Source: an optimization exercise on an open RTL-to-GDS flow (aim: small area, a short achievable clock period and few clock cycles). Production flows keep margins and buffers that such runs may drop.
At most, simulation tests tie the RTL to the original design; equivalence was not proved.
The RTL of runs 1 and 5 to 7 was laid out without a check of its function.
No activity file was given, so power comes from the tool's default toggle rates.

`design.v`:
```
module apb_ram (
  input presetn,
  input pclk,
  input psel,
  input penable,
  input pwrite,
  input [31:0] paddr, pwdata,
  output reg [31:0] prdata,
  output pready,
  output reg pslverr
);
  wire [31:0] mem [0:31];
  wire [4:0]  a   = paddr[4:0];
  wire        bad = |paddr[31:5];
  wire [31:0] wd  = pwdata & {32{presetn}};
  reg         wr_q;
  assign pready = penable;
  wire [31:0] oh;
  wire [7:0]  oh8;
  wire [3:0]  oh4;
  wire [31:0] rd;
  always @(posedge pclk) begin
    prdata  <= rd;
    pslverr <= bad;
    wr_q    <= psel & ~penable & pwrite & ~bad;
  end
  genvar i, j;
  generate
    for (i = 0; i < 32; i = i + 1) begin : g_word
      reg [31:0] q;
      assign oh[i] = (a == i);
      always @(posedge pclk)
        if (!presetn || (wr_q && oh[i]))
          q <= wd;
      assign mem[i] = q;
    end
    for (i = 0; i < 8; i = i + 1) begin : g_oh8
      assign oh8[i] = (a[4:2] == i);
    end
    for (i = 0; i < 4; i = i + 1) begin : g_oh4
      assign oh4[i] = (a[1:0] == i);
    end
    for (j = 0; j < 32; j = j + 1) begin : g_rd
      wire [7:0] m;
      wire [2:0] g;
      for (i = 0; i < 8; i = i + 1) begin : g_l1
        apb_ram_aor4 u_mux (.s(oh4),
                            .d({mem[4*i+3][j], mem[4*i+2][j], mem[4*i+1][j], mem[4*i][j]}),
                            .y(m[i]));
      end
      apb_ram_aoi3 u_aoi0 (.s(oh8[2:0]), .d(m[2:0]), .y_n(g[0]));
      apb_ram_aoi3 u_aoi1 (.s(oh8[5:3]), .d(m[5:3]), .y_n(g[1]));
      apb_ram_aoi2 u_aoi2 (.s(oh8[7:6]), .d(m[7:6]), .y_n(g[2]));
      assign rd[j] = ~&g;
    end
  endgenerate
endmodule
module apb_ram_aor4 (
  input  [3:0] s,
  input  [3:0] d,
  output       y
);
  assign y = |(s & d);
endmodule
module apb_ram_aoi3 (
  input  [2:0] s,
  input  [2:0] d,
  output       y_n
);
  assign y_n = ~|(s & d);
endmodule
module apb_ram_aoi2 (
  input  [1:0] s,
  input  [1:0] d,
  output       y_n
);
  assign y_n = ~|(s & d);
endmodule
```
`flow/run.sh`:
```
#!/bin/bash
# Standard ORFS layout (standard synthesis unchanged); only the port buffers
# differ: buf_2 instead of the default pick (a slow delay buffer).
set -euo pipefail
bash standard.sh "BUFFER_PORTS_ARGS=-buffer_cell sky130_fd_sc_hd__buf_2" finish > orfs_make.log 2>&1
```
`standard.sh`:
```
#!/bin/bash
# synth_recipe.tcl (not shown) runs the flow's synth.tcl, then flattens the netlist and writes it again
# the make line also repeats each setting of config.mk as NAME=value (left out here)
make -C /OpenROAD-flow-scripts/flow DESIGN_CONFIG=/design/flow/config.mk WORK_HOME=/design/flow/orfs CLKGATE_MAP_FILE= SYNTH_SCRIPT=/design/flow/synth_recipe.tcl "${@:-finish}"
```
`config.mk`:
```
export PLATFORM = sky130hd
export DESIGN_NAME = apb_ram
export DESIGN_NICKNAME = apb_ram
export VERILOG_FILES = /design/flow/design.v
export SDC_FILE = /design/flow/constraint.sdc
export NUM_CORES = 4
export LEC_CHECK = 0
export CAP_MARGIN = 20
export CORE_MARGIN = 2
export CORE_UTILIZATION = 60
export CTS_CLUSTER_DIAMETER = 100
export CTS_CLUSTER_SIZE = 24
export SETUP_SLACK_MARGIN = 0.8
export SLEW_MARGIN = 20
export SYNTH_HIERARCHICAL = 1
export SYNTH_MINIMUM_KEEP_SIZE = 0
```
`constraint.sdc`:
```
create_clock -name core_clock -period 2.6 [get_ports {pclk}]
set_input_delay 0.5200 -clock core_clock [delete_from_list [all_inputs] [get_ports {pclk}]]
set_output_delay 0.5200 -clock core_clock [all_outputs]
set_load 0.01 [all_outputs]
```
==> notes.md, run 1 <==
leading area contributor after synthesis=edfxtp_1; clock sink total=1,058; fmax=547.4 MHz; DR pass1 iterations=8; largest net degree at the start of global routing=94; design area=44,070 µm²; Critical Path Source Type=input pin; CP dominant cell by count=buf_4; setup TNS=0 ns; final-stage net count=2,469; worst hold-check path type=in -> reg; measured slew at the worst slew-check pin=1.074 ns; CTS tree=yes; vias in the first global route=21,650; wire per inst=33.14 µm; VDD IR max=0.7099 mV; total number of vias=22,480; placed instance area=41,850 µm²; Vias/cell=6.840; MaxCap Viol Count=0; CTS root buf=clkbuf_16; total area of sequential cells=31,430 µm²; initial antenna violation count=0; die area=65,480 µm²; die width=255.9 µm; Net Count, Synth=2,138; number of flops mapped to enable cells by yosys=1,024; DP Wirelength=54,190 µm; Mean Syn Cell Area=18.40 µm²; post-synth top area share=0.8078; Pleak=15.17 nW; Max stage delay on crit path=0.53 ns; Pwr Density=735.4 nW/µm²; layout cell share with drive strength beyond 1=0.1828; Longest Clk Path Bufs=3; dominant synthesized flop cell=edfxtp_1; Die H=255.9 µm; CTS buffer count=50; drt total wl=108,900 µm; DRT iter0 DRCs=3,115; Synth area leaders=edfxtp_1 81%, a22oi_1 10%, nand2_1 2.6%; CP delay by family, top=compound AO/OA/AOI/OAI gates; Syn-to-layout area delta=15.78%; RSZ-0062 raised after global routing=yes; final period utilization=0.7026; crit path kind=in -> reg; Mapped Area=38,070 µm²; final number of setup-violating endpoints=0; critical path capture point type=flop; Post-synth ARST share=0; number of synthesized register bits=1,058; H-Tree Level Count=2; grt total ovfl=0; commonest non-fill, non-tap cell in the layout=edfxtp_1; Worst EP required=3.09 ns; Multi-input gate area=7093 µm²; sequential cell area fraction in the yosys report=0.8256; commonest cells after routing, fill and taps aside=1,024 x edfxtp_1, 495 x a22oi_1, 258 x nand2_1; Syn. warnings=7; Hold Vio Cnt, Final=0; Tot GR Track Use=0.3245; Gate Count Post-Synth=2,069; CP Cell Sequence=buf_4 > nand2b_4 > clkinvlp_4 > buf_16 > buf_4 > a22oi_1 > nand2_1 > a222oi_1 > nand3_1; CP max-delay cell=a222oi_1; first-pass GRT wire length=152,300 µm; CP Buf/Inv Count=4; clk_skew=0.02132 ns; post-route minimum period=1.827 ns; diode count=0; status=no timing/DRC/antenna violations; Initial Util=0.6057; DRC viols=0; Pwr Total=0.03241 W; Antenna Nets Post-Route=0; I/O pin cnt=103; final number of max-transition violations=0; fill count=4,084; Yosys cell types=25; CORE AREA=62,850 µm²; IO buf count=102; slew margin rel.=0.2842; Placer Congestion=0.7953; Site Rows=92; Arrival @ worst endpoint=2.31 ns; Worst Path Max Fanout=11; clock-pin slew on the worst setup and hold paths=0.10 ns; worst skew pair latency=0.64 ns
==> what timing repair did <==
item / in CTS / in global routing
hold buffers: 0 / 0
resized for setup: 14 / 44
pin swaps: 5 / 20
endpoints found under the setup margin: 487 / 66
setup buffers: 8 / 14
cloned: 6 / 6
==> per-module statistics from Yosys (local to each module, per instance) <==
module        flip-flops and latches  cells inside  cell area, µm²  copies in the design
apb_ram_aoi2                       0             1           12.51                    32
apb_ram_aoi3                       0             1           10.01                    64
apb_ram                         1058          1205           32220                     1
apb_ram_aor4                       0             3           18.77                   256
==> cell usage after synthesis (4+ instances only) <==
| cell type | count |
|---|---|
| edfxtp_1 | 1024 |
| a22oi_1 | 512 |
| nand2_1 | 262 |
| a222oi_1 | 64 |
| nand3_1 | 36 |
| and2_1 | 35 |
| dfxtp_1 | 34 |
| a22oi_2 | 32 |
| o21ai_0 | 32 |
| clkbuf_1 | 8 |
| nor4_1 | 6 |
| inv_1 | 4 |
| nor2b_1 | 4 |
==> area by class of cell <==
cell class | instances | area share
sequential | 1058 | 0.7131
inverter | 4 | 0.0006813
clock buffer | 89 | 0.03219
tap | 846 | 0.02402
multi-input combinational | 997 | 0.1609
clock inverter | 3 | 0.001334
timing repair buffer | 289 | 0.06771
==> worst register-to-register path: stages, from the launching register on <==
cell	delay, ns
dfxtp_2	0.39
nor2b_4	0.22
nand2_2	0.18
o21ai_4	0.26
buf_4	0.18
buf_12	0.19
==> power by group <==
group / internal, W / switching (W) / total [W]
registers: 0.0202 / 0.000396 / 0.0206
clock network: 0.00377 / 0.00504 / 0.00881
logic: 0.000997 / 0.00200 / 0.00300
total: 0.0250 / 0.00744 / 0.0324
==> cell families after synthesis <==
logic type      synth area share
compound gates            0.1325
flops                     0.8256
buf+inv                 0.001512
simple gates             0.04033
==> stage by stage <==
stage,setup WS (ns),util,hold slack (ns),instances
5_1_grt,0.7619,0.7013,0.1477,3286
3_3_place_gp,-0.03843,0.6658,0.5649,3160
6_report,0.7732,0.7013,0.1552,3286
3_5_place_dp,-0.04782,0.6658,0.5732,3160
2_1_floorplan,-1.516,-,0.5415,2069
4_1_cts,0.7690,0.6943,0.1412,3266
==> per-layer routing <==
metal  wire length [µm]  global-route usage  part of all wire
met5                  0                   0                 0
met2              52010              0.5127              0.48
met4               3316             0.09730             0.030
met1              43070              0.4765              0.40
met3              10510             0.05011             0.097
==> registers in the layout (all words and copies together), names as in the netlist <==
register and count:
pslverr 1, g_word.q 1024, wr_q 1, prdata 32
==> path summary, 6_finish.rpt <==
| check | start | end | slack [ns] | depth (start not counted) |
|---|---|---|---|---|
| worst max-delay path | paddr[0] | prdata[16] | 0.77 | 9 |
| worst min-delay path | psel | wr_q | 0.16 | 3 |
| worst max register to register | wr_q | g_word[6].q[6] | 0.87 | 5 |
| worst min register to register | g_word[19].q[18] | prdata[18] | 0.59 | 4 |
==> run 2: changes to the inputs <==
--- a/design.v
+++ b/design.v
@@ -42,16 +42,12 @@
     end
     for (j = 0; j < 32; j = j + 1) begin : g_rd
       wire [7:0] m;
-      wire [2:0] g;
       for (i = 0; i < 8; i = i + 1) begin : g_l1
         apb_ram_aor4 u_mux (.s(oh4),
                             .d({mem[4*i+3][j], mem[4*i+2][j], mem[4*i+1][j], mem[4*i][j]}),
                             .y(m[i]));
       end
-      apb_ram_aoi3 u_aoi0 (.s(oh8[2:0]), .d(m[2:0]), .y_n(g[0]));
-      apb_ram_aoi3 u_aoi1 (.s(oh8[5:3]), .d(m[5:3]), .y_n(g[1]));
-      apb_ram_aoi2 u_aoi2 (.s(oh8[7:6]), .d(m[7:6]), .y_n(g[2]));
-      assign rd[j] = ~&g;
+      apb_ram_aor8 u_aor (.s(oh8), .d(m), .y(rd[j]));
     end
   endgenerate
 endmodule
@@ -62,17 +58,10 @@
 );
   assign y = |(s & d);
 endmodule
-module apb_ram_aoi3 (
-  input  [2:0] s,
-  input  [2:0] d,
-  output       y_n
+module apb_ram_aor8 (
+  input  [7:0] s,
+  input  [7:0] d,
+  output       y
 );
-  assign y_n = ~|(s & d);
+  assign y = |(s & d);
 endmodule
-module apb_ram_aoi2 (
-  input  [1:0] s,
-  input  [1:0] d,
-  output       y_n
-);
-  assign y_n = ~|(s & d);
-endmodule
==> notes.md, run 2 <==
status=no timing/DRC/antenna violations; crit path kind=reg -> reg; Syn-to-layout area delta=14.61%; Mapped Area=38,030 µm² (-0.11%); Hold Buf Count CTS=0 (unchanged); commonest non-fill, non-tap cell in the layout=edfxtp_1; Worst Path Max Fanout=16 (+5); Max stage delay on crit path=0.43 ns (-0.10 ns); CP Cell Sequence=nor2b_4 > nand2_2 > o21ai_4 > bufbuf_16; H-Tree Level Count=2 (unchanged); met3 usage=0.03476 (-0.01535); Pwr Total=0.03206 W (-1.1%); Synth area leaders=edfxtp_1 81%, a22oi_1 13%, nand2_1 2.6%; most frequent cell after synthesis=edfxtp_1; post-synthesis mux area share=0 (unchanged); Most Used Layer, Global Route=met2; CORE AREA=62,850 µm² (unchanged); P_sw=0.007201 W (-3.2%); Hold Vio Cnt, Final=0 (unchanged); Reg2Reg Depth=4 (-1); Tot GR Track Use=0.2993 (-0.02514); worst skew pair latency=0.62 ns (-0.02 ns); clock-pin slew on the worst setup and hold paths=0.09 ns (about the same); diode count=0 (unchanged); Critical Path Source Type=flop; slew margin rel.=0.3986 (+0.1144); dominant synthesized flop cell=edfxtp_1; measured slew at the worst slew-check pin=0.9021 ns (-0.1716 ns); Comb power frac=0.086 (-0.007); placed instance area=41,850 µm² (about the same); clk_skew=0.02094 ns (-0.0003871 ns); commonest cells after routing, fill and taps aside=1,024 x edfxtp_1, 638 x a22oi_1, 259 x nand2_1; die width=255.8 µm (about the same); worst r2r src=wr_q; fill count=4,140 (+1.4%); DRC viols=0 (unchanged); cell-internal power=0.02486 W (-0.47%); drt total wl=99,940 µm (-8.2%); Antenna Nets Post-Route=0 (unchanged); Synth top cells by count=1,024 x edfxtp_1, 640 x a22oi_1, 262 x nand2_1; simple-gate portion of the synthesized area=0.04142 (+0.001095); CP max-delay cell=dfxtp_2; grt total ovfl=0 (unchanged); Yosys cell types=23 (-8.0%); Longest Clk Path Bufs=3 (unchanged); hold path cells=3 (unchanged); initial antenna violation count=0 (unchanged); CTS root buf=clkbuf_16; adder-cell share of the synthesized area=0 (unchanged); final number of max-transition violations=0 (unchanged); worst hold-check path type=in -> reg; worst slack, placed=0.1969 ns (+0.2447 ns); I/O pin cnt=103 (unchanged); first-pass GRT wire length=143,200 µm (-6.0%); post-synth top area share=0.8086 (+0.0008505); M1 GR Usage=0.4405 (-0.03599); Post-synth ARST share=0 (unchanged); total area of sequential cells=31,430 µm² (about the same); CTS tree=yes; Syn. warnings=7 (unchanged); DR pass1 iterations=5 (-3); Pleak=14.92 nW (-1.6%); number of flops mapped to enable cells by yosys=1,024 (unchanged); Net Sw Frac=0.2246 (-0.004914); clock sink total=1,058 (unchanged); Hold Startpoint=paddr[27]; Die H=255.8 µm (about the same); Arrival @ worst endpoint=2.18 ns (-0.13 ns); Biggest register=g_word.q; post-route minimum period=1.855 ns (+0.02857 ns); Reg2Reg Setup Slack=0.74 ns (-0.13 ns); total number of vias=21,960 (-2.3%); Multi-input gate area=6965 µm² (-1.8%); CTS buffer count=50 (unchanged); Largest register FFs=1,024 (unchanged); vias in the first global route=21,360 (-1.4%); setup TNS=0 ns (unchanged); number of synthesized register bits=1,058 (unchanged); die area=65,410 µm² (-0.11%); VDD IR max=0.6317 mV (-11%); complex-gate fraction of the synthesized area=0.1306 (-0.001966); design area=43,580 µm² (-1.1%); Net Count, Synth=2,170 (+1.5%); layout cell share with drive strength beyond 1=0.1530 (-0.02976); reg2reg end=g_word[17].q[11]; XOR/XNOR Fraction of Synth Area=0 (unchanged); largest net degree at the start of global routing=137 (+46%); Layout Utilization=0.6934 (-0.007824); Vias/cell=6.674 (-2.4%); met2 Use GR=0.4872 (-0.02544); Gate Count Post-Synth=2,101 (+1.5%); Hold Path Sink=wr_q; fmax=539.0 MHz (-1.5%); Placer Congestion=0.7548 (-5.1%); Initial Util=0.6051 (-0.0006370); leading area contributor after synthesis=edfxtp_1; Setup WS post-layout=0.7447 ns (-0.02857 ns); critical path capture point type=flop; clock network fraction of design power=0.272 (about the same); Mean Syn Cell Area=18.10 µm² (-1.6%); sequential cell area fraction in the yosys report=0.8265 (+0.0008693); IO buf count=102 (unchanged); MaxCap Viol Count=0 (unchanged); wire per inst=30.38 µm (-8.3%); Largest regs=g_word.q: 1024 flops, prdata: 32 flops; final-stage net count=2,476 (+0.28%); Site Rows=92 (unchanged); main combinational cell family by area after synthesis=compound AO/OA/AOI/OAI gates; final period utilization=0.7136 (+0.01099); Pwr Density=735.5 nW/µm² (about the same); DRT iter0 DRCs=2,638 (-15%); final number of setup-violating endpoints=0 (unchanged); Reg power frac=0.642 (+0.007); Worst EP required=2.93 ns (-0.16 ns); RSZ-0062 raised after global routing=yes; DP Wirelength=52,310 µm (-3.5%)
## run 2: changes by cell type in the layout (fill, tap and decap cells not counted), moves of 2 or more
cell / delta
a22oi_1: +143
a222oi_1: -64
a22oi_2: -47
nand3_1: -33
nand4_1: +32
buf_4: -17
buf_12: +12
buf_16: -8
buf_6: -7
buf_8: -3
clkbuf_1: -3
clkbuf_16: -3
buf_2: +2
nand2b_4: -2
## run 2: power by group through the flow
stage / combinational, W / clock (W) / sequential, W
after detailed placement: 0.00269 / 0 / 0.0210
after global routing: 0.00295 / 0.00939 / 0.0207
after floorplan: 0.00134 / 0 / 0.0210
after global placement: 0.00265 / 0 / 0.0209
after CTS: 0.00271 / 0.00884 / 0.0206
final: 0.00276 / 0.00871 / 0.0206
## run 2: area by class of cell
| class | instances | area share |
|---|---|---|
| clock inverters | 3 | 0.0007751 |
| well taps | 846 | 0.02429 |
| repair buffers | 264 | 0.06092 |
| clock buffers | 86 | 0.03230 |
| multi-input cells | 1029 | 0.1598 |
| flip-flops and latches | 1058 | 0.7212 |
| inverters | 4 | 0.0006890 |
## run 2: worst max-delay path by stage
| stage | startpoint | end | slack, ns | cells after the start |
|---|---|---|---|---|
| 4_1_cts | wr_q | g_word[17].q[7] | 0.79 | 4 |
| 6_report | wr_q | g_word[17].q[11] | 0.74 | 4 |
| 2_1_floorplan | paddr[1] | prdata[0] | -1.43 | 7 |
| 3_3_place_gp | paddr[1] | prdata[11] | 0.25 | 9 |
| 3_5_place_dp | paddr[1] | prdata[11] | 0.20 | 9 |
| 5_1_grt | wr_q | g_word[27].q[9] | 0.77 | 4 |
## run 2: stage by stage
step,hold slack (ns),std cells
floorplan,0.5414,2101
global placement,0.5657,3187
detailed placement,0.5693,3187
CTS,0.1320,3282
global route,0.1594,3290
finish,0.1555,3290
## run 2: critical path, delay by kind of cell (launching register included)
kind / cells / cell delay (ns)
flip-flops: 1 / 0.43
buffers and inverters: 1 / 0.39
AND/OR/NAND/NOR: 2 / 0.47
AO/OA/AOI/OAI: 1 / 0.26
## run 2: logic make-up after synthesis
family | count (synthesis)
AOI/OAI and AO/OA | 672
buffers and inverters | 14
DFF | 1058
and+or+nand+nor | 357
## run 2: per-layer routing
| layer | part of all wire | up-vias | wire, µm |
|---|---|---|---|
| met5 | 0 | - | 0 |
| met4 | 0.024 | 0 | 2423 |
| met3 | 0.077 | 138 | 7650 |
| met2 | 0.49 | 1031 | 49090 |
| met1 | 0.41 | 11370 | 40780 |
| li1 | - | 9423 | - |
## run 2: Yosys stat by module (local to each module, per instance)
| module | flip-flops and latches | copies in the design |
|---|---|---|
| apb_ram_aor8 | 0 | 32 |
| apb_ram | 1058 | 1 |
| apb_ram_aor4 | 0 | 256 |
## run 2: timing repair
item                                    CTS  global route
resized for setup                         9             8
endpoints found under the setup margin  512           130
buffers inserted                          5             4
endpoints found under the hold margin     0             0
pin swaps                                 5             2
gates cloned                              1             4
Testbench counts of run 2, summed over its fixed seeds: cycles 32,000.
==> run 3: changes to the inputs <==
--- a/config.mk
+++ b/config.mk
@@ -8,8 +8,9 @@
 export CAP_MARGIN = 20
 export CORE_MARGIN = 2
 export CORE_UTILIZATION = 60
+export CTS_BUF_LIST = sky130_fd_sc_hd__clkbuf_8
 export CTS_CLUSTER_DIAMETER = 100
-export CTS_CLUSTER_SIZE = 24
+export CTS_CLUSTER_SIZE = 16
 export SETUP_SLACK_MARGIN = 0.8
 export SLEW_MARGIN = 20
 export SYNTH_HIERARCHICAL = 1
==> notes.md, run 3 <==
status=no timing/DRC/antenna violations; DR pass1 iterations=8 (+3); Syn. warnings=7 (unchanged); DRT iter0 DRCs=2,431 (-7.8%); reg2reg end=g_word[26].q[17]; largest net degree at the start of global routing=137 (unchanged); measured slew at the worst slew-check pin=0.8404 ns (-0.06169 ns); number of synthesized register bits=1,058 (unchanged); Reg power frac=0.659 (+0.017); commonest non-fill, non-tap cell in the layout=edfxtp_1; MaxCap Viol Count=0 (unchanged); H-Tree Level Count=3 (+1); Placer Congestion=0.7548 (unchanged); CTS buffer count=76 (+52%); Largest regs=g_word.q: 1024 flops, prdata: 32 flops; VDD IR max=0.6070 mV (-3.9%); Synth top cells by count=1,024 x edfxtp_1, 640 x a22oi_1, 262 x nand2_1; Die H=255.8 µm (unchanged); Critical Path Source Type=flop; worst skew pair latency=0.69 ns (+0.07 ns); P_sw=0.007285 W (+1.2%); wire per inst=29.84 µm (-1.8%); IO buf count=102 (unchanged); worst r2r src=wr_q; Hold Vio Cnt, Final=0 (unchanged); drt total wl=99,370 µm (-0.57%); Worst EP required=3.00 ns (+0.07 ns); clk_skew=0.02341 ns (+0.002479 ns); Reg2Reg Setup Slack=0.82 ns (+0.08 ns); clock sink total=1,058 (unchanged); critical path capture point type=flop; Net Sw Frac=0.2334 (+0.008776); crit path kind=reg -> reg; initial antenna violation count=1 (+1); Initial Util=0.6051 (unchanged); most frequent cell after synthesis=edfxtp_1; Syn-to-layout area delta=13.94%; Tot GR Track Use=0.3026 (+0.003273); fmax=562.1 MHz (+4.3%); clock-pin slew on the worst setup and hold paths=0.10 ns (about the same); CTS tree=yes; number of flops mapped to enable cells by yosys=1,024 (unchanged); fill count=4,148 (+0.19%); Post-synth ARST share=0 (unchanged); Longest Clk Path Bufs=3 (unchanged); slew margin rel.=0.4397 (+0.04112); total number of vias=21,840 (-0.51%); Worst Path Max Fanout=14 (-2); final period utilization=0.6843 (-0.02931); placed instance area=41,850 µm² (unchanged); post-route minimum period=1.779 ns (-0.07620 ns); layout cell share with drive strength beyond 1=0.1595 (+0.006457); CORE AREA=62,850 µm² (unchanged); Synth area leaders=edfxtp_1 81%, a22oi_1 13%, nand2_1 2.6%; commonest cells after routing, fill and taps aside=1,024 x edfxtp_1, 639 x a22oi_1, 259 x nand2_1; Hold Startpoint=paddr[27]; cell-internal power=0.02393 W (-3.7%); Hold Buf Count CTS=0 (unchanged); Reg2Reg Depth=5 (+1); Hold Path Sink=wr_q; final number of setup-violating endpoints=0 (unchanged); clock network fraction of design power=0.253 (-0.019); I/O pin cnt=103 (unchanged); Pleak=15.05 nW (+0.86%); Vias/cell=6.560 (-1.7%); sequential cell area fraction in the yosys report=0.8265 (unchanged); hold path cells=3 (unchanged); RSZ-0062 raised after global routing=yes; Net Count, Synth=2,170 (unchanged); Antenna Nets Post-Route=0 (unchanged); die width=255.8 µm (unchanged); Largest register FFs=1,024 (unchanged); final number of max-transition violations=0 (unchanged); die area=65,410 µm² (unchanged); DP Wirelength=52,310 µm (unchanged); Comb power frac=0.087 (about the same); Arrival @ worst endpoint=2.17 ns (about the same); worst hold-check path type=in -> reg; Pwr Total=0.03121 W (-2.6%); first-pass GRT wire length=143,500 µm (+0.22%); vias in the first global route=21,540 (+0.84%); Mapped Area=38,030 µm² (unchanged); final-stage net count=2,496 (+0.81%); Site Rows=92 (unchanged); Yosys cell types=23 (unchanged); Pwr Density=720.4 nW/µm² (-2.1%); DRC viols=0 (unchanged); Biggest register=g_word.q; grt total ovfl=0 (unchanged); Mean Syn Cell Area=18.10 µm² (unchanged); dominant synthesized flop cell=edfxtp_1; Gate Count Post-Synth=2,101 (unchanged); post-synth top area share=0.8086 (unchanged); design area=43,330 µm² (-0.58%); leading area contributor after synthesis=edfxtp_1; CTS root buf=clkbuf_8
-- run 3: cell count changes in the layout (fill, tap and decap cells not counted), moves of 3 or more --
cell / delta
clkbuf_16: -54
clkbuf_1: -35
dfxtp_1: -3
inv_1: +54
clkbuf_8: +78
-- run 3: through the flow --
stage | setup TNS (ns) | utilization | hold WS, ns | setup WS [ns] | std cells
2_1_floorplan | -1091.43 | - | 0.5414 | -1.426 | 2101
3_3_place_gp | 0 | 0.6659 | 0.5657 | 0.2523 | 3187
3_5_place_dp | 0 | 0.6659 | 0.5693 | 0.1969 | 3187
4_1_cts | 0 | 0.6883 | 0.06274 | 0.7744 | 3327
5_1_grt | 0 | 0.6894 | 0.1017 | 0.7849 | 3330
6_report | 0 | 0.6894 | 0.1052 | 0.8208 | 3330
-- run 3: what timing repair did --
action                     in CTS  in global routing
cloned                          1                  1
gates resized for setup        13                  6
pin swaps                       5                  2
buffers inserted                5                  1
setup endpoints to repair     516                 95
-- run 3: critical path, cell delays in order (launching register included) --
cell       delay, ns
dfxtp_4         0.40
nor2b_4         0.27
nand3_2         0.25
o21ai_4         0.22
buf_12          0.15
clkbuf_16       0.20
-- run 3: kinds of logic after synthesis --
kind of cell / share of synthesized area
AOI/OAI and AO/OA: 0.1306
buffers and inverters: 0.001513
DFF: 0.8265
and+or+nand+nor: 0.04142
-- run 3: how the worst max path moves through the flow --
stage | startpoint | endpoint | slack [ns] | depth (start not counted)
after floorplan | paddr[1] | prdata[0] | -1.43 | 7
after detailed placement | paddr[1] | prdata[11] | 0.20 | 9
final | wr_q | g_word[26].q[17] | 0.82 | 5
after global placement | paddr[1] | prdata[11] | 0.25 | 9
after global routing | paddr[4] | g_word[21].q[27] | 0.78 | 5
after CTS | wr_q | g_word[17].q[3] | 0.77 | 4
-- run 3: area by class of cell --
type,count,area [µm²],share of cell area
sequential,1058,31440,0.7256
antenna,1,2.502,0.00005775
multi-input combinational,1029,6965,0.1608
inverter,4,30.03,0.0006930
clock buffer,78,1074,0.02478
tap,846,1059,0.02443
clock inverter,56,227.7,0.005256
timing repair buffer,258,2530,0.05839
-- run 3: layer usage --
| layer | part of all wire | up-vias | track usage |
|---|---|---|---|
| met3 | 0.082 | 193 | 0.04912 |
| met4 | 0.032 | 0 | 0.1036 |
| met5 | 0 | - | 0 |
| met1 | 0.41 | 11150 | 0.4383 |
| li1 | - | 9459 | - |
| met2 | 0.48 | 1044 | 0.4766 |
-- run 3: modules after synthesis (local to each module, per instance) --
| module | cells | times used | cell area (µm²) |
|---|---|---|---|
| apb_ram_aor4 | 3 | 256 | 18.77 |
| apb_ram_aor8 | 5 | 32 | 36.28 |
| apb_ram | 1173 | 1 | 32060 |
-- run 3: power by group through the flow --
| stage | Clock, W | Combinational, W | Sequential (W) |
|---|---|---|---|
| after floorplan | 0 | 0.00134 | 0.0210 |
| after global placement | 0 | 0.00265 | 0.0209 |
| after detailed placement | 0 | 0.00269 | 0.0210 |
| after CTS | 0.00804 | 0.00271 | 0.0206 |
| after global routing | 0.00862 | 0.00292 | 0.0207 |
| final | 0.00790 | 0.00272 | 0.0206 |
==> run 4: changes to the inputs <==
--- a/config.mk
+++ b/config.mk
@@ -10,7 +10,7 @@
 export CORE_UTILIZATION = 60
 export CTS_BUF_LIST = sky130_fd_sc_hd__clkbuf_8
 export CTS_CLUSTER_DIAMETER = 100
-export CTS_CLUSTER_SIZE = 16
+export CTS_CLUSTER_SIZE = 12
 export SETUP_SLACK_MARGIN = 0.8
 export SLEW_MARGIN = 20
 export SYNTH_HIERARCHICAL = 1
==> notes.md, run 4 <==
status=no timing/DRC/antenna violations; Placer Congestion=0.7548 (unchanged); CTS buffer count=98 (+29%); H-Tree Level Count=3 (unchanged); Site Rows=92 (unchanged); first-pass GRT wire length=144,100 µm (+0.47%); clock-pin slew on the worst setup and hold paths=0.08 ns (-0.02 ns); Worst EP required=3.01 ns (about the same); sequential cell area fraction in the yosys report=0.8265 (unchanged); Arrival @ worst endpoint=2.21 ns (+0.04 ns); Worst Path Max Fanout=16 (+2); Yosys cell types=23 (unchanged); Biggest register=g_word.q; Mapped Area=38,030 µm² (unchanged); dominant synthesized flop cell=edfxtp_1; commonest cells after routing, fill and taps aside=1,024 x edfxtp_1, 639 x a22oi_1, 259 x nand2_1; Gate Count Post-Synth=2,101 (unchanged); post-synth top area share=0.8086 (unchanged); DRT met1 WL=39,990 µm (-1.3%); DR pass1 iterations=5 (-3); setup TNS=0 ns (unchanged); Inst Count DP=3,187 (unchanged); number of flops mapped to enable cells by yosys=1,024 (unchanged); DP Wirelength=52,310 µm (unchanged); worst hold-check path type=in -> reg; Synth top cells by count=1,024 x edfxtp_1, 640 x a22oi_1, 262 x nand2_1; MaxCap Viol Count=0 (unchanged); Vias/cell=6.559 (about the same); DRT iter0 DRCs=2,428 (-0.12%); Layout Cells excl Fill=3,361 (+0.93%); final number of setup-violating endpoints=0 (unchanged); worst skew pair latency=0.71 ns (+0.02 ns); Tot GR Track Use=0.3036 (+0.0009925); Pwr Density=737.4 nW/µm² (+2.4%); clock sink total=1,058 (unchanged); metal3 WL=8928 µm (+9.9%); grt total ovfl=0 (unchanged); Initial Util=0.6051 (unchanged); Syn-to-layout area delta=14.71%; met2 wire length=47,590 µm (+0.20%); Net Count, Synth=2,170 (unchanged); CTS tree=yes; total area of sequential cells=31,440 µm² (about the same); layout cell share with drive strength beyond 1=0.1659 (+0.006387); CP Cell Sequence=nor2b_4 > nand2_2 > o21ai_4 > bufbuf_16; Setup WS post-layout=0.7910 ns (-0.02987 ns); VDD IR max=0.5278 mV (-13%); Largest regs=g_word.q: 1024 flops, prdata: 32 flops; Die H=255.8 µm (unchanged); vias in the first global route=21,830 (+1.4%); fill count=4,169 (+0.51%); Largest register FFs=1,024 (unchanged); Antenna Nets Post-Route=0 (unchanged); RSZ-0062 raised after global routing=yes; Pleak=15.23 nW (+1.2%); measured slew at the worst slew-check pin=0.8201 ns (-0.02026 ns); critical path capture point type=flop; CORE AREA=62,850 µm² (unchanged); CP max-delay cell=dfxtp_2; final number of max-transition violations=0 (unchanged); DRC viols=0 (unchanged); CTS root buf=clkbuf_8; leading area contributor after synthesis=edfxtp_1; total number of vias=22,050 (+0.92%); I/O pin cnt=103 (unchanged); Syn. warnings=7 (unchanged); placed instance area=41,850 µm² (unchanged); drt total wl=99,730 µm (+0.37%); clk_skew=0.02114 ns (-0.002277 ns); Synth area leaders=edfxtp_1 81%, a22oi_1 13%, nand2_1 2.6%; Hold Buf Count CTS=0 (unchanged); final-stage net count=2,516 (+0.80%); final period utilization=0.6958 (+0.01149); slew margin rel.=0.4533 (+0.01351); Critical Path Source Type=flop; largest net degree at the start of global routing=137 (unchanged); initial antenna violation count=1 (unchanged); post-route minimum period=1.809 ns (+0.02987 ns); design area=43,620 µm² (+0.67%); commonest non-fill, non-tap cell in the layout=edfxtp_1; Max stage delay on crit path=0.41 ns (about the same); Hold Vio Cnt, Final=0 (unchanged); DR top layer=met4; IO buf count=102 (unchanged); worst slack, placed=0.1969 ns (unchanged); die area=65,410 µm² (unchanged); wire per inst=29.67 µm (-0.55%); Multi-input gate area=6960 µm² (about the same); Post-synth ARST share=0 (unchanged); number of synthesized register bits=1,058 (unchanged); fmax=552.8 MHz (-1.7%); crit path kind=reg -> reg; die width=255.8 µm (unchanged); Mean Syn Cell Area=18.10 µm² (unchanged); Longest Clk Path Bufs=3 (unchanged); most frequent cell after synthesis=edfxtp_1
==> run 4: area by class of cell <==
class / count / area share
sequential: 1058 / 0.7208
antenna: 1 / 0.00005737
timing repair buffer: 256 / 0.05688
clock inverter: 67 / 0.006224
inverter: 4 / 0.0006884
tap: 846 / 0.02427
multi-input combinational: 1029 / 0.1596
clock buffer: 100 / 0.03155
==> run 4: stage by stage <==
step,total power [W],hold slack (ns),utilization
2_1_floorplan,0.02229,0.5414,-
3_5_place_dp,0.02367,0.5693,0.6659
5_1_grt,0.03324,0.09420,0.6940
4_1_cts,0.03232,0.04825,0.6937
3_3_place_gp,0.02356,0.5657,0.6659
6_report,0.03217,0.08795,0.6940
==> run 4: per-layer routing <==
layer,track usage,vias to the layer above
met5,0,-
met2,0.4789,1120
li1,-,9519
met4,0.1069,0
met1,0.4336,11200
met3,0.05496,204
==> run 4: worst paths after layout <==
path	from	endpoint	slack (ns)	depth (start not counted)
min reg2reg	g_word[27].q[23]	prdata[23]	0.59	4
max reg2reg	wr_q	g_word[17].q[12]	0.79	4
min	paddr[27]	wr_q	0.09	3
max	wr_q	g_word[17].q[12]	0.79	4
==> run 4: what timing repair did <==
item / 4_1_cts / 5_1_grt
resized for setup: 14 / 3
pin swaps: 4 / 1
buffers inserted: 4 / 1
setup endpoints to repair: 517 / 45
gates cloned: 1 / 0
==> run 4: per-module statistics from Yosys, one instance, submodules excluded <==
| module | flops+latches | cells | area, µm² | times used |
|---|---|---|---|---|
| apb_ram | 1058 | 1173 | 32060 | 1 |
| apb_ram_aor8 | 0 | 5 | 36.28 | 32 |
| apb_ram_aor4 | 0 | 3 | 18.77 | 256 |
==> run 4: where the power goes <==
part / internal, W / switching, W / leakage [nW]
clock: 0.00356 / 0.00530 / 1.08
sequential: 0.0202 / 0.000389 / 10.2
combinational: 0.000895 / 0.00182 / 4.00
==> run 4: cell families (layout without fill, tap and decap cells) <==
| group | after synthesis | count (layout) | share of synthesized area |
|---|---|---|---|
| AO/OA/AOI/OAI | 672 | 672 | 0.1306 |
| buffers and inverters | 14 | 427 | 0.001513 |
| AND/OR/NAND/NOR | 357 | 357 | 0.04142 |
| flip-flops | 1058 | 1058 | 0.8265 |
| other | 0 | 1 | 0 |
==> run 4: critical path: cells and delay by family (launching register included) <==
family | cells | cell delay [ns]
simple gates | 2 | 0.46
flops | 1 | 0.41
buf+inv | 1 | 0.38
compound gates | 1 | 0.26
==> run 5: changes to the inputs <==
==> design.v (replaced) <==
module apb_ram (
  input presetn,
  input pclk,
  input psel,
  input penable,
  input pwrite,
  input [31:0] paddr, pwdata,
  output reg [31:0] prdata,
  output pready,
  output reg pslverr
);
  wire [31:0] mem [0:31];
  wire [4:0]  a   = paddr[4:0];
  wire        bad = |paddr[31:5];
  wire [31:0] wd  = pwdata & {32{presetn}};
  reg         wr_q;
  assign pready = penable;
  wire [31:0] oh;
  wire [31:0] rd;
  always @(posedge pclk) begin
    prdata  <= rd;
    pslverr <= bad;
    wr_q    <= psel & ~penable & pwrite & ~bad;
  end
  genvar i, j;
  generate
    for (i = 0; i < 32; i = i + 1) begin : g_word
      reg [31:0] q;
      assign oh[i] = (a == i);
      always @(posedge pclk)
        if (!presetn || (wr_q && oh[i]))
          q <= wd;
      assign mem[i] = q;
    end
    for (j = 0; j < 32; j = j + 1) begin : g_rd
      wire [31:0] col;
      wire [10:0] g;
      for (i = 0; i < 32; i = i + 1) begin : g_col
        assign col[i] = mem[i][j];
      end
      for (i = 0; i < 11; i = i + 1) begin : g_grp
        if (i < 10) begin : g3
          apb_ram_aoi3 u_aoi (.s(oh[3*i+2:3*i]), .d(col[3*i+2:3*i]), .y_n(g[i]));
        end else begin : g2
          apb_ram_aoi2 u_aoi (.s(oh[31:30]), .d(col[31:30]), .y_n(g[i]));
        end
      end
      apb_ram_nand11 u_or (.g_n(g), .y(rd[j]));
    end
  endgenerate
endmodule
module apb_ram_aoi3 (
  input  [2:0] s,
  input  [2:0] d,
  output       y_n
);
  assign y_n = ~|(s & d);
endmodule
module apb_ram_aoi2 (
  input  [1:0] s,
  input  [1:0] d,
  output       y_n
);
  assign y_n = ~|(s & d);
endmodule
module apb_ram_nand11 (
  input  [10:0] g_n,
  output        y
);
  assign y = ~&g_n;
endmodule
--- a/config.mk
+++ b/config.mk
@@ -7,11 +7,9 @@
 export LEC_CHECK = 0
 export CAP_MARGIN = 20
 export CORE_MARGIN = 2
-export CORE_UTILIZATION = 60
-export CTS_BUF_LIST = sky130_fd_sc_hd__clkbuf_8
+export CORE_UTILIZATION = 40
 export CTS_CLUSTER_DIAMETER = 100
-export CTS_CLUSTER_SIZE = 12
-export SETUP_SLACK_MARGIN = 0.8
+export CTS_CLUSTER_SIZE = 24
 export SLEW_MARGIN = 20
 export SYNTH_HIERARCHICAL = 1
 export SYNTH_MINIMUM_KEEP_SIZE = 0
==> notes.md, run 5 <==
Hold Vio Cnt, Final=0 (unchanged); critical path capture point type=flop; die width=306.6 µm (+20%); post-route minimum period=2.292 ns (+0.4832 ns); post-synth top area share=0.8397 (+0.03108); Net Count, Synth=1,760 (-19%); first-pass GRT wire length=152,000 µm (+5.4%); layout cell share with drive strength beyond 1=0.2204 (+0.05453); clock-pin slew on the worst setup and hold paths=0.09 ns (about the same); grt total ovfl=0 (unchanged); Hold Buf Count CTS=0 (unchanged); Worst Path Max Fanout=19 (+3); CTS buffer count=50 (-49%); fill count=7,330 (+76%); IO buf count=102 (unchanged); clk_skew=0.03358 ns (+0.01244 ns); final number of max-transition violations=0 (unchanged); total number of vias=20,730 (-6.0%); Pleak=14.00 nW (-8.1%); clock sink total=1,058 (unchanged); worst slack, placed=-0.2558 ns (-0.4527 ns); crit path kind=in -> reg; CORE AREA=90,420 µm² (+44%); final period utilization=0.8816 (+0.1859); Gate Count Post-Synth=1,691 (-20%); CTS tree=yes; Placer Congestion=0.8565 (+13%); MaxCap Viol Count=0 (unchanged); Syn. warnings=7 (unchanged); Syn-to-layout area delta=17.35%; I/O pin cnt=103 (unchanged); drt total wl=108,800 µm (+9.1%); number of flops mapped to enable cells by yosys=1,024 (unchanged); diode count=0 (-1); Largest register FFs=1,024 (unchanged); Site Rows=110 (+20%); setup TNS=0 ns (unchanged); Worst EP required=3.11 ns (+0.10 ns); commonest cells after routing, fill and taps aside=1,024 x edfxtp_1, 320 x a222oi_1, 144 x buf_4; DP Wirelength=67,180 µm (+28%); Tot GR Track Use=0.2281 (-0.07544); CTS root buf=clkbuf_16; RSZ-0062 raised after global routing=no; Synth top cells by count=1,024 x edfxtp_1, 320 x a222oi_1, 66 x nand4_1; dominant synthesized flop cell=edfxtp_1; status=no timing/DRC/antenna violations; Mapped Area=36,620 µm² (-3.7%); Yosys cell types=27 (+17%); number of synthesized register bits=1,058 (unchanged); DRT iter0 DRCs=3,922 (+62%); largest net degree at the start of global routing=42 (-69%); Longest Clk Path Bufs=3 (unchanged); Setup WS post-layout=0.3077 ns (-0.4832 ns); die area=93,990 µm² (+44%); initial antenna violation count=11 (+10); Largest regs=g_word.q: 1024 flops, prdata: 32 flops; Post-synth ARST share=0 (unchanged); most frequent cell after synthesis=edfxtp_1; Antenna Nets Post-Route=0 (unchanged); slew margin rel.=0.1694 (-0.2838); Synth area leaders=edfxtp_1 84%, a222oi_1 8.7%, dfxtp_1 1.9%; Post-CTS Setup Inserts=0 (-4); sequential cell area fraction in the yosys report=0.8583 (+0.03177); wire per inst=33.44 µm (+13%); Arrival @ worst endpoint=2.80 ns (+0.59 ns); H-Tree Level Count=2 (-1); worst skew pair latency=0.65 ns (-0.06 ns); Post-CTS Resized=0 (-14); Die H=306.6 µm (+20%); DR pass1 iterations=7 (+2); measured slew at the worst slew-check pin=1.243 ns (+0.4228 ns); Biggest register=g_word.q; Vias/cell=6.369 (-2.9%); Critical Path Source Type=input pin; Mean Syn Cell Area=21.66 µm² (+20%); Initial Util=0.4050 (-0.2001); vias in the first global route=20,310 (-7.0%); Pwr Density=732.8 nW/µm² (-0.63%); final-stage net count=2,107 (-16%); worst hold-check path type=in -> reg; fmax=436.3 MHz (-21%); leading area contributor after synthesis=edfxtp_1; final number of setup-violating endpoints=0 (unchanged); commonest non-fill, non-tap cell in the layout=edfxtp_1; DRC viols=0 (unchanged); Reg2Reg Setup Slack=0.56 ns (-0.23 ns); VDD IR max=0.5655 mV (+7.1%)
run 5: changes by cell type after synthesis, sizes merged, moves of 5 or more:
| cell | before | now |
|---|---|---|
| a22oi | 640 | 32 |
| a222oi | 0 | 320 |
| nand2 | 262 | 12 |
| nand3 | 4 | 36 |
| nand4 | 34 | 66 |
| or3 | 2 | 34 |
| nor2 | 2 | 24 |
| and3 | 1 | 6 |
run 5: power breakdown:
| part | internal (W) | total, W | switching [W] |
|---|---|---|---|
| Sequential | 0.0202 | 0.0207 | 0.000458 |
| Clock | 0.00377 | 0.00882 | 0.00505 |
| Combinational | 0.000614 | 0.00200 | 0.00138 |
| Total | 0.0246 | 0.0315 | 0.00689 |
run 5: cell families after synthesis:
| family | after synthesis | synth area share |
|---|---|---|
| flops | 1058 | 0.8583 |
| simple gates | 234 | 0.03680 |
| buf+inv | 15 | 0.001913 |
| compound gates | 384 | 0.1030 |
run 5: routing by layer:
| layer | track usage | up-vias | wire, µm |
|---|---|---|---|
| met3 | 0.03880 | 178 | 10290 |
| met1 | 0.3135 | 10840 | 42440 |
| met2 | 0.3758 | 1227 | 52740 |
| met5 | 0 | - | 51 |
| met4 | 0.06623 | 10 | 3284 |
| li1 | - | 8476 | - |
run 5: critical path, cell delays in order:
cell and delay, ns:
buf_2 0.18, and2b_1 0.23, nand2_1 0.18, buf_4 0.18, nor2_4 0.04, buf_4 0.26, a222oi_1 0.37, nand4_1 0.35
or3_1 0.47
run 5: worst paths after layout:
check / to / start / depth (start not counted)
worst max-delay path: prdata[19] / paddr[1] / 9
worst min-delay path: wr_q / psel / 3
worst max register to register: g_word[1].q[23] / wr_q / 5
worst min register to register: prdata[9] / g_word[31].q[9] / 3
run 5: final cells by class:
class,count,area (µm²),share of cell area
inverters,1,3.754,0.00008734
repair buffers,309,2868,0.06673
flip-flops and latches,1058,31430,0.7314
well taps,1176,1471,0.03424
clock buffers,89,1419,0.03302
multi-input cells,618,5720,0.1331
clock inverters,3,62.56,0.001456
run 5: stage by stage:
step | instances | utilization | cell area (µm²) | total power, W | hold WS (ns)
2_1_floorplan | 1691 | - | 36850 | 0.02171 | 0.5164
5_1_grt | 3254 | 0.4753 | 42980 | 0.03244 | 0.1253
4_1_cts | 3254 | 0.4753 | 42980 | 0.03164 | 0.1073
3_5_place_dp | 3162 | 0.4589 | 41490 | 0.02308 | 0.5455
6_report | 3254 | 0.4753 | 42980 | 0.03149 | 0.1327
3_3_place_gp | 3162 | 0.4589 | 41490 | 0.02297 | 0.5407
run 5: Yosys stat by module, one instance, submodules excluded:
module / flops+latches / cell area, µm² / copies in the design
apb_ram: 1058 / 32260 / 1
apb_ram_aoi2: 0 / 12.51 / 32
apb_ram_aoi3: 0 / 10.01 / 320
apb_ram_nand11: 0 / 23.77 / 32
==> run 6: changes to the inputs <==
--- a/config.mk
+++ b/config.mk
@@ -10,6 +10,7 @@
 export CORE_UTILIZATION = 40
 export CTS_CLUSTER_DIAMETER = 100
 export CTS_CLUSTER_SIZE = 24
+export SETUP_SLACK_MARGIN = 1.0
 export SLEW_MARGIN = 20
 export SYNTH_HIERARCHICAL = 1
 export SYNTH_MINIMUM_KEEP_SIZE = 0
==> notes.md, run 6 <==
status=no timing/DRC/antenna violations; total area of sequential cells=31,520 µm² (+0.29%); Vias/cell=6.633 (+4.1%); MaxCap Viol Count=0 (unchanged); largest net degree at the start of global routing=41 (-2.4%); Post-synth ARST share=0 (unchanged); RSZ-0062 raised after global routing=yes; hold path cells=3 (unchanged); CTS buffer count=50 (unchanged); Largest regs=g_word.q: 1024 flops, prdata: 32 flops; CTS tree=yes; Mapped Area=36,620 µm² (unchanged); Placer Congestion=0.7953 (-7.1%); die width=306.6 µm (unchanged); Longest Clk Path Bufs=3 (unchanged); Layout Cells excl Fill=3,511 (+7.9%); Hold Path Sink=wr_q; sequential cell area fraction in the yosys report=0.8583 (unchanged); clock sink total=1,058 (unchanged); vias in the first global route=21,170 (+4.2%); Syn. warnings=7 (unchanged); most frequent cell after synthesis=edfxtp_1; first-pass GRT wire length=163,200 µm (+7.4%); Pleak=16.37 nW (+17%); final number of setup-violating endpoints=0 (unchanged); fill count=6,645 (-9.3%); Site Rows=110 (unchanged); total number of vias=23,290 (+12%); fmax=479.3 MHz (+9.9%); DRT iter0 DRCs=5,337 (+36%); Synth area leaders=edfxtp_1 84%, a222oi_1 8.7%, dfxtp_1 1.9%; worst skew pair latency=0.63 ns (-0.02 ns); Multi-input gate area=6228 µm² (+8.9%); Biggest register=g_word.q; Die H=306.6 µm (unchanged); Largest register FFs=1,024 (unchanged); crit path kind=in -> reg; number of flops mapped to enable cells by yosys=1,024 (unchanged); Worst EP required=3.18 ns (+0.07 ns); met2 Use GR=0.3874 (+0.01155); Tot GR Track Use=0.2469 (+0.01878); Most Used Layer, Global Route=met2; CORE AREA=90,420 µm² (unchanged); worst hold-check path type=in -> reg; Hold Vio Cnt, Final=0 (unchanged); Synth top cells by count=1,024 x edfxtp_1, 320 x a222oi_1, 66 x nand4_1; Net Count, Synth=1,760 (unchanged); Inst Count DP=3,137 (-0.79%); wire per inst=37.15 µm (+11%); Pwr Density=679.0 nW/µm² (-7.3%); DRC viols=0 (unchanged); Reg2Reg Setup Slack=0.61 ns (+0.05 ns); Setup WS post-layout=0.5135 ns (+0.2058 ns); Yosys cell types=27 (unchanged); number of synthesized register bits=1,058 (unchanged); Critical Path Source Type=input pin; Layout Utilization=0.5328 (+0.05749); DP Wirelength=56,620 µm (-16%); clock network fraction of design power=0.272 (-0.008); die area=93,990 µm² (unchanged); worst r2r src=wr_q; cell-internal power=0.02529 W (+2.8%); Mean Syn Cell Area=21.66 µm² (unchanged); commonest cells after routing, fill and taps aside=1,024 x edfxtp_1, 320 x a222oi_1, 159 x buf_4; drt total wl=130,500 µm (+20%); initial antenna violation count=0 (-11); Hold Startpoint=pwrite; H-Tree Level Count=2 (unchanged); M1 GR Usage=0.3388 (+0.02526); met3 usage=0.05782 (+0.01902); VDD IR max=0.5227 mV (-7.6%); post-route minimum period=2.087 ns (-0.2058 ns); layout cell share with drive strength beyond 1=0.3338 (+0.1134); worst slack, placed=-0.2946 ns (-0.03879 ns); I/O pin cnt=103 (unchanged); Antenna Nets Post-Route=0 (unchanged); final number of max-transition violations=0 (unchanged); clock-pin slew on the worst setup and hold paths=0.10 ns (about the same); final period utilization=0.8025 (-0.07914); P_sw=0.007420 W (+7.7%); Comb power frac=0.093 (+0.030); Syn-to-layout area delta=31.55%; Arrival @ worst endpoint=2.67 ns (-0.13 ns); critical path capture point type=flop; commonest non-fill, non-tap cell in the layout=edfxtp_1; clk_skew=0.01929 ns (-0.01429 ns); Gate Count Post-Synth=1,691 (unchanged); Net Sw Frac=0.2268 (+0.008081); grt total ovfl=0 (unchanged); measured slew at the worst slew-check pin=1.015 ns (-0.2284 ns); CTS root buf=clkbuf_16; final-stage net count=2,364 (+12%); slew margin rel.=0.3208 (+0.1514); dominant synthesized flop cell=edfxtp_1; leading area contributor after synthesis=edfxtp_1; Worst Path Max Fanout=8 (-11); IO buf count=102 (unchanged); post-synth top area share=0.8397 (unchanged); Reg2Reg Depth=10 (+5); reg2reg end=g_word[13].q[19]; DR pass1 iterations=9 (+2); Min Hold Slack=0.1158 ns (-0.01698 ns); Hold Buf Count CTS=0 (unchanged); Initial Util=0.4050 (unchanged); Reg power frac=0.635 (-0.022)
run 6: cell counts after synthesis:
Identical to the previous run, type by type.
run 6: worst max path at each step:
stage	from	slack, ns	cells past startpoint	to
2_1_floorplan	paddr[0]	0.03	5	prdata[0]
3_3_place_gp	paddr[0]	-0.33	8	prdata[13]
3_5_place_dp	paddr[1]	-0.29	8	prdata[6]
4_1_cts	paddr[0]	0.66	8	prdata[28]
5_1_grt	paddr[1]	0.58	10	prdata[27]
6_report	paddr[3]	0.51	8	prdata[24]
run 6: area by class of cell:
| class | count | area share |
|---|---|---|
| well taps | 1176 | 0.03054 |
| flip-flops and latches | 1058 | 0.6544 |
| diodes | 1 | 0.00005195 |
| inverters | 1 | 0.00007792 |
| clock buffers | 88 | 0.02938 |
| repair buffers | 542 | 0.1556 |
| multi-input cells | 642 | 0.1293 |
| clock inverters | 3 | 0.0007013 |
run 6: per-module statistics from Yosys, one instance, submodules excluded:
module	flip-flops and latches	cells	area, µm²
apb_ram	1058	1211	32260
apb_ram_aoi2	0	1	12.51
apb_ram_aoi3	0	1	10.01
apb_ram_nand11	0	4	23.77
run 6: per-layer routing:
| layer | up-vias | wire length [µm] |
|---|---|---|
| met1 | 11880 | 46180 |
| met2 | 2060 | 58530 |
| met5 | - | 0 |
| li1 | 9082 | - |
| met4 | 0 | 5544 |
| met3 | 272 | 20190 |
run 6: cells by family (layout without fill, tap and decap cells):
family,count (synthesis),in the layout,synth area share
AO/OA/AOI/OAI,384,384,0.1030
AND/OR/NAND/NOR,234,258,0.03680
flip-flops,1058,1058,0.8583
buffers and inverters,15,634,0.001913
other,0,1,0
run 6: what timing repair did:
item / 4_1_cts / 5_1_grt
endpoints found under the setup margin: 444 / 893
gates resized for setup: 220 / 80
buffers inserted: 117 / 48
gates cloned: 58 / 59
pin swaps: 122 / 104
endpoints found under the hold margin: 0 / 0
run 6: power by group through the flow:
stage | combinational [W] | sequential (W) | clock (W)
3_3_place_gp | 0.00192 | 0.0210 | 0
4_1_cts | 0.00256 | 0.0208 | 0.00890
3_5_place_dp | 0.00196 | 0.0211 | 0
6_report | 0.00304 | 0.0208 | 0.00888
5_1_grt | 0.00310 | 0.0209 | 0.00948
2_1_floorplan | 0.000809 | 0.0209 | 0
run 6: stage by stage:
step                      TNS (ns)  area, µm²  power [W]
after floorplan                  0      37240    0.02174
after global placement      -7.060      41380    0.02294
after detailed placement    -7.380      41420    0.02306
after CTS                        0      46020    0.03221
after global routing             0      48170    0.03348
final                            0      48170    0.03271
run 6: critical path: stages:
cell	delay, ns
buf_12	0.10
buf_8	0.12
nand2_8	0.08
nor4b_4	0.90
bufbuf_16	0.43
a222oi_1	0.12
nand4_1	0.24
or3_1	0.14
==> run 7: changes to the inputs <==
==> run.sh (new file) <==
#!/bin/bash
# synth_recipe.tcl (not shown) runs the flow's synth.tcl, then flattens the netlist and writes it again
# the make line also repeats each setting of config.mk as NAME=value (left out here)
make -C /OpenROAD-flow-scripts/flow DESIGN_CONFIG=/design/flow/config.mk WORK_HOME=/design/flow/orfs CLKGATE_MAP_FILE= SYNTH_SCRIPT=/design/flow/synth_recipe.tcl finish
--- a/config.mk
+++ b/config.mk
@@ -10,7 +10,6 @@
 export CORE_UTILIZATION = 40
 export CTS_CLUSTER_DIAMETER = 100
 export CTS_CLUSTER_SIZE = 24
-export SETUP_SLACK_MARGIN = 1.0
 export SLEW_MARGIN = 20
 export SYNTH_HIERARCHICAL = 1
 export SYNTH_MINIMUM_KEEP_SIZE = 0
removed: flow/run.sh
removed: standard.sh
==> notes.md, run 7 <==
status=complete, but fails checks; layout violations=negative setup slack; grt total ovfl=0 (unchanged); Gate Count Post-Synth=1,691 (unchanged); commonest non-fill, non-tap cell in the layout=edfxtp_1; I/O pin cnt=103 (unchanged); Mean Syn Cell Area=21.66 µm² (unchanged); Syn. warnings=7 (unchanged); initial antenna violation count=5 (+5); Setup WS post-layout=-0.04122 ns (-0.5547 ns); largest net degree at the start of global routing=44 (+7.3%); die width=306.6 µm (unchanged); CP dominant cell by count=buf_4; layout cell share with drive strength beyond 1=0.2045 (-0.1293); final number of setup-violating endpoints=11 (+11); worst hold-check path type=in -> reg; Arrival @ worst endpoint=3.23 ns (+0.56 ns); post-route minimum period=2.641 ns (+0.5547 ns); Post-synth ARST share=0 (unchanged); Critical Path Source Type=input pin; number of flops mapped to enable cells by yosys=1,024 (unchanged); fill count=7,194 (+8.3%); final period utilization=1.016 (+0.2134); critical path capture point type=flop; sequential cell area fraction in the yosys report=0.8583 (unchanged); worst slack, placed=-0.6389 ns (-0.3443 ns); clock sink total=1,058 (unchanged); DR pass1 iterations=9 (unchanged); first-pass GRT wire length=144,700 µm (-11%); Placer Congestion=0.8141 (+2.4%); RSZ-0062 raised after global routing=yes; post-synth top area share=0.8397 (unchanged); VDD IR max=0.5336 mV (+2.1%); Pwr Density=713.9 nW/µm² (+5.1%); Mapped Area=36,620 µm² (unchanged); CTS root buf=clkbuf_16; final-stage net count=2,188 (-7.4%); drt total wl=103,100 µm (-21%); Initial Util=0.4050 (unchanged); Worst Path Max Fanout=15 (+7); final number of max-transition violations=0 (unchanged); DRT iter0 DRCs=3,667 (-31%); Hold Vio Cnt, Final=0 (unchanged); clock-pin slew on the worst setup and hold paths=0.09 ns (about the same); Synth area leaders=edfxtp_1 84%, a222oi_1 8.7%, dfxtp_1 1.9%; Layout Utilization=0.4928 (-0.03993); Largest register FFs=1,024 (unchanged); Synth top cells by count=1,024 x edfxtp_1, 320 x a222oi_1, 66 x nand4_1; Vias/cell=6.164 (-7.1%); wire per inst=30.92 µm (-17%); leading area contributor after synthesis=edfxtp_1; Antenna Nets Post-Route=0 (unchanged); MaxCap Viol Count=0 (unchanged); measured slew at the worst slew-check pin=1.225 ns (+0.2102 ns); IO buf count=102 (unchanged); CTS tree=yes; CP max-delay cell=nor2_2; DRC viols=0 (unchanged); clk_skew=0.04371 ns (+0.02442 ns); vias in the first global route=20,520 (-3.1%); Post-CTS Setup Inserts=0 (-100%); H-Tree Level Count=2 (unchanged); Site Rows=110 (unchanged); Largest regs=g_word.q: 1024 flops, prdata: 32 flops; Net Count, Synth=1,760 (unchanged); number of synthesized register bits=1,058 (unchanged); fmax=378.6 MHz (-21%); CTS buffer count=50 (unchanged); CP Cell Sequence=clkdlybuf4s50_1 > buf_4 > nand3_2 > nor2_2 > a222oi_1 > nand4_1 > buf_4 > or3_1; total number of vias=20,550 (-12%); Tot GR Track Use=0.2139 (-0.03300); Min Hold Slack=0.4711 ns (+0.3553 ns); CORE AREA=90,420 µm² (unchanged); commonest cells after routing, fill and taps aside=1,024 x edfxtp_1, 320 x a222oi_1, 188 x buf_4; Longest Clk Path Bufs=3 (unchanged); worst skew pair latency=0.65 ns (+0.02 ns); Pleak=14.56 nW (-11%); die area=93,990 µm² (unchanged); Biggest register=g_word.q; Syn-to-layout area delta=21.69%; slew margin rel.=0.1826 (-0.1381); Layout Cells excl Fill=3,334 (-5.0%); DP Wirelength=64,170 µm (+13%); Pwr Total=0.03182 W (-2.7%); Max stage delay on crit path=0.98 ns (+0.08 ns); dominant synthesized flop cell=edfxtp_1; most frequent cell after synthesis=edfxtp_1; Die H=306.6 µm (unchanged); Worst EP required=3.19 ns (about the same); crit path kind=in -> reg; Yosys cell types=27 (unchanged); Inst Count DP=3,238 (+3.2%)
-- run 7: changes by cell type in the layout (fill, tap and decap cells not counted), sizes merged, moves of 2 or more --
cell / before / now
nor2: 47 / 26
clkinv: 0 / 2
clkdlybuf4s50: 0 / 101
buf: 501 / 287
inv: 4 / 2
clkbuf: 128 / 87
-- run 7: report_power, final --
group          switching [W]  internal, W  leakage (nW)  total (W)
clock                0.00502      0.00381         0.705    0.00884
combinational        0.00138     0.000890          3.70    0.00227
sequential          0.000492       0.0202          10.2     0.0207
-- run 7: cells by family after synthesis --
group                  Yosys count  synth area share
buffers and inverters           15          0.001913
AOI/OAI and AO/OA              384            0.1030
DFF                           1058            0.8583
and+or+nand+nor                234           0.03680
-- run 7: timing repair --
action	in CTS	in global routing
hold buffers	0	0
endpoints found under the setup margin	0	22
resized for setup	0	2
-- run 7: critical path: cells and delay by family --
kind            cells  cell delay [ns]
compound gates      1             0.32
buf+inv             3             0.88
simple gates        4             1.48
-- run 7: per-stage QoR --
step | setup TNS, ns | cell area, µm²
after floorplan | -35.94 | 36850
after global placement | -20.22 | 42970
after detailed placement | -21.01 | 42970
after CTS | 0 | 44460
after global routing | -0.06993 | 44560
final | -0.1933 | 44560
-- run 7: final timing paths --
check	start	to	slack [ns]	cells after the start
worst max register to register	wr_q	g_word[9].q[11]	0.69	5
worst min register to register	g_word[31].q[29]	prdata[29]	0.57	3
worst min-delay path	psel	wr_q	0.47	3
worst max-delay path	paddr[1]	prdata[26]	-0.04	8
-- run 7: layer usage --
metal	wire length (µm)	track usage	part of all wire	vias up
li1	-	-	-	8643
met4	3914	0.08014	0.038	4
met1	39940	0.2872	0.39	10730
met2	49750	0.3532	0.48	1037
met3	9444	0.03439	0.092	137
met5	24	0	0.00023	-
-- run 7: area by class of cell --
type                       instances  area, µm²  area share
inverter                           1      3.754  0.00008423
multi-input combinational        620       5741      0.1288
clock buffer                      87       1433     0.03215
antenna                            1      2.502  0.00005615
sequential                      1058      31430      0.7053
tap                             1176       1471     0.03302
clock inverter                     3      55.05    0.001235
timing repair buffer             388       4427     0.09934
-- run 7: per-module statistics from Yosys (local to each module, per instance) --
module | cells inside | cell area [µm²] | flip-flops and latches | times used
apb_ram_nand11 | 4 | 23.77 | 0 | 32
apb_ram | 1211 | 32260 | 1058 | 1
apb_ram_aoi3 | 1 | 10.01 | 0 | 320
apb_ram_aoi2 | 1 | 12.51 | 0 | 32
==> run 8: changes to the inputs <==
==> design.v (replaced) <==
module apb_ram (
  input presetn,
  input pclk,
  input psel,
  input penable,
  input pwrite,
  input [31:0] paddr, pwdata,
  output reg [31:0] prdata,
  output pready,
  output reg pslverr
);
  wire [31:0] mem [0:31];
  wire [4:0]  a   = paddr[4:0];
  wire        wr  = psel & penable & pwrite & ~pslverr;
  wire [31:0] wd  = pwdata & {32{presetn}};
  assign pready = penable;
  always @(posedge pclk) begin
    prdata  <= mem[a];
    pslverr <= |paddr[31:5];
  end
  genvar i;
  generate
    for (i = 0; i < 32; i = i + 1) begin : g_word
      reg [31:0] q;
      always @(posedge pclk)
        if (!presetn || (wr && a == i))
          q <= wd;
      assign mem[i] = q;
    end
  endgenerate
endmodule
==> config.mk (replaced) <==
export PLATFORM = sky130hd
export DESIGN_NAME = apb_ram
export DESIGN_NICKNAME = apb_ram
export VERILOG_FILES = /design/flow/design.v
export SDC_FILE = /design/flow/constraint.sdc
export NUM_CORES = 4
export LEC_CHECK = 0
export ABC_AREA = 1
export CAP_MARGIN = 20
export CORE_MARGIN = 2
export CORE_UTILIZATION = 40
export SLEW_MARGIN = 20
==> notes.md, run 8 <==
total number of vias=29,490 (+43%); commonest non-fill, non-tap cell in the layout=edfxtp_1; worst r2r src=pslverr; worst skew pair latency=0.69 ns (+0.04 ns); Hold Vio Cnt, Final=0 (unchanged); largest net degree at the start of global routing=103 (+130%); Pleak=20.41 nW (+40%); design area=52,150 µm² (+17%); Net Count, Synth=3,582 (+100%); placed instance area=48,560 µm² (+13%); Mean Syn Cell Area=12.13 µm² (-44%); DP Wirelength=81,070 µm (+26%); H-Tree Level Count=3 (+1); dominant synthesized flop cell=edfxtp_1; critical path startpoint=prdata[2]; Synth top cells by count=1,024 x edfxtp_1, 666 x nand2_1, 589 x nand3_1; fill count=9,119 (+27%); vias in the first global route=28,350 (+38%); slew margin rel.=0.3896 (+0.2070); Syn-to-layout area delta=22.34%; CP max-delay cell=clkdlybuf4s50_1; status=no timing/DRC/antenna violations; final number of max-transition violations=0 (unchanged); CP delay by family, top=buffers and inverters; final-stage net count=3,863 (+77%); crit path kind=reg -> out; RSZ-0062 raised after global routing=no; Crit. path cell count=1 (-7); adder-cell share of the synthesized area=0 (unchanged); Worst Path Max Fanout=1 (-14); final number of setup-violating endpoints=0 (-11); simple-gate portion of the synthesized area=0.2182 (+0.1814); Reg2Reg Depth=5 (unchanged); clock-pin slew on the worst setup and hold paths=0.05 ns (-0.04 ns); CTS buffer count=109 (+120%); CTS root buf=clkbuf_16; Reg2Reg Setup Slack=0.86 ns (+0.17 ns); Die H=330.4 µm (+7.8%); layout cell share with drive strength beyond 1=0.1420 (-0.06240); DRC viols=0 (unchanged); Site Rows=119 (+8.2%); post-route minimum period=2.337 ns (-0.3044 ns); Vias/cell=5.587 (-9.4%); post-synthesis mux area share=0 (unchanged); Initial Util=0.4043 (-0.0006467); Post-synth ARST share=0 (unchanged); clk_skew=0.01990 ns (-0.02381 ns); sequential cell area fraction in the yosys report=0.7369 (-0.1214); fmax=427.9 MHz (+13%); Longest Clk Path Bufs=3 (unchanged); Gate Count Post-Synth=3,513 (+110%); VDD IR max=0.6532 mV (+22%); Post-CTS Resized=0 (unchanged); Yosys cell types=18 (-33%); measured slew at the worst slew-check pin=0.9155 ns (-0.3092 ns); Pwr Total=0.03932 W (+24%); Pwr Density=754.1 nW/µm² (+5.6%); reg2reg end=g_word[1].q[24]; I/O pin cnt=103 (unchanged); Largest regs=g_word.q: 1024 flops, prdata: 32 flops, pslverr: 1 flops; worst slack, placed=-0.1800 ns (+0.4589 ns); CP Buf/Inv Count=1 (-2); CORE AREA=105,400 µm² (+17%); initial antenna violation count=1 (-4); CP Cell Sequence=clkdlybuf4s50_1; DR pass1 iterations=5 (-4); wire per inst=24.26 µm (-22%); clock sink total=1,057 (-0.095%); commonest cells after routing, fill and taps aside=1,024 x edfxtp_1, 665 x nand2_1, 589 x nand3_1; Hold Buf Count CTS=0 (unchanged); Antenna Nets Post-Route=0 (unchanged); Max stage delay on crit path=0.62 ns (-0.36 ns); Tot GR Track Use=0.2362 (+0.02227); DRT iter0 DRCs=3,245 (-12%); grt total ovfl=0 (unchanged); most frequent cell after synthesis=edfxtp_1; setup TNS=0 ns (+0.1933 ns); leading area contributor after synthesis=edfxtp_1; post-synth top area share=0.7214 (-0.1183); drt total wl=128,100 µm (+24%); critical path capture point type=output pin; die area=109,200 µm² (+16%); Critical Path Source Type=flop; crit path capture=prdata[2]; Min Hold Slack=0.4364 ns (-0.03466 ns); number of flops mapped to enable cells by yosys=1,024 (unchanged); worst hold-check path type=in -> reg; Mapped Area=42,620 µm² (+16%); Setup WS post-layout=0.2632 ns (+0.3044 ns); Biggest register=g_word.q; number of synthesized register bits=1,057 (-0.095%); IO buf count=102 (unchanged); final period utilization=0.8988 (-0.1171); Arrival @ worst endpoint=1.82 ns (-1.41 ns); Synth area leaders=edfxtp_1 72%, nand3_1 6.9%, nand2_1 5.9%; MaxCap Viol Count=0 (unchanged); hold path cells=3 (unchanged); Hold Startpoint=paddr[27]; XOR/XNOR Fraction of Synth Area=0 (unchanged); complex-gate fraction of the synthesized area=0.007515 (-0.09550); Worst EP required=2.08 ns (-1.11 ns); CTS tree=yes; Syn. warnings=1 (-6); Largest register FFs=1,024 (unchanged); main combinational cell family by area after synthesis=simple AND/OR/NAND/NOR gates; Post-CTS Setup Inserts=0 (unchanged); Placer Congestion=0.8203 (+0.76%); first-pass GRT wire length=189,300 µm (+31%); die width=330.4 µm (+7.8%)
-- run 8: power breakdown --
part | switching [W] | internal (W) | leakage (nW)
clock network | 0.00642 | 0.00919 | 1.76
logic | 0.00206 | 0.000993 | 8.50
registers | 0.000429 | 0.0202 | 10.1
total | 0.00891 | 0.0304 | 20.4
-- run 8: cells by family after synthesis --
logic type / after synthesis
DFF: 1057
AOI/OAI and AO/OA: 64
buffers and inverters: 375
and+or+nand+nor: 2017
-- run 8: how the worst min path moves through the flow --
stage / end / slack [ns]
after floorplan: prdata[0] / 0.44
after global placement: prdata[15] / 0.44
after detailed placement: prdata[15] / 0.44
after CTS: pslverr / 0.40
after global routing: pslverr / 0.44
final: pslverr / 0.44
-- run 8: per-stage QoR --
stage,utilization,cells
6_report,0.4947,5278
5_1_grt,0.4947,5278
4_1_cts,0.4946,5277
3_5_place_dp,0.4606,5074
3_3_place_gp,0.4606,5074
2_1_floorplan,-,3513
-- run 8: area by class of cell --
cell class                 instances  area (µm²)  share of cell area
inverter                         105       401.6            0.007702
clock inverter                    42       461.7            0.008854
multi-input combinational       2081       10090              0.1935
antenna                            1       2.502          0.00004799
tap                             1391        1740             0.03338
clock buffer                     161        3126             0.05994
sequential                      1057       31410              0.6023
timing repair buffer             440        4912             0.09420
-- run 8: metal layers --
metal  global-route usage  share of wire
met5                    0              0
met4              0.07309          0.029
met3              0.03539          0.079
met2               0.3818           0.47
met1               0.3304           0.42

==> port drivers added, routing unchanged <==
How much do the figures lean on ideal ports? The routed layouts below were timed once more, with nothing changed but the port constraints. Step 1 assumes that a clkbuf_16 drives the clock port and a buf_2 every other input. Step 2 times the ports against the registers' clock, not the clock port: input delays grow and output delays shrink by t, the midpoint of the rising clock arrivals with the driver on. Slacks: no drivers / after step 1 / after step 2; pairs: no drivers / after step 1.
run	t, ns	setup slack, ns
run 1	0.694	0.773 / 0.806 / 0.115
run 2	0.683	0.745 / 0.745 / 0.142
run 3	0.734	0.821 / 0.806 / 0.135
run 4	0.762	0.791 / 0.785 / 0.184
run 5	0.703	0.308 / 0.344 / -0.359
run 6	0.696	0.513 / 0.507 / -0.189
run 7	0.695	-0.041 / -0.040 / -0.735
run 8	0.754	0.263 / 0.193 / -0.301
Met with ideal ports but missed after step 2: setup timing in run 5, run 6 and run 8.
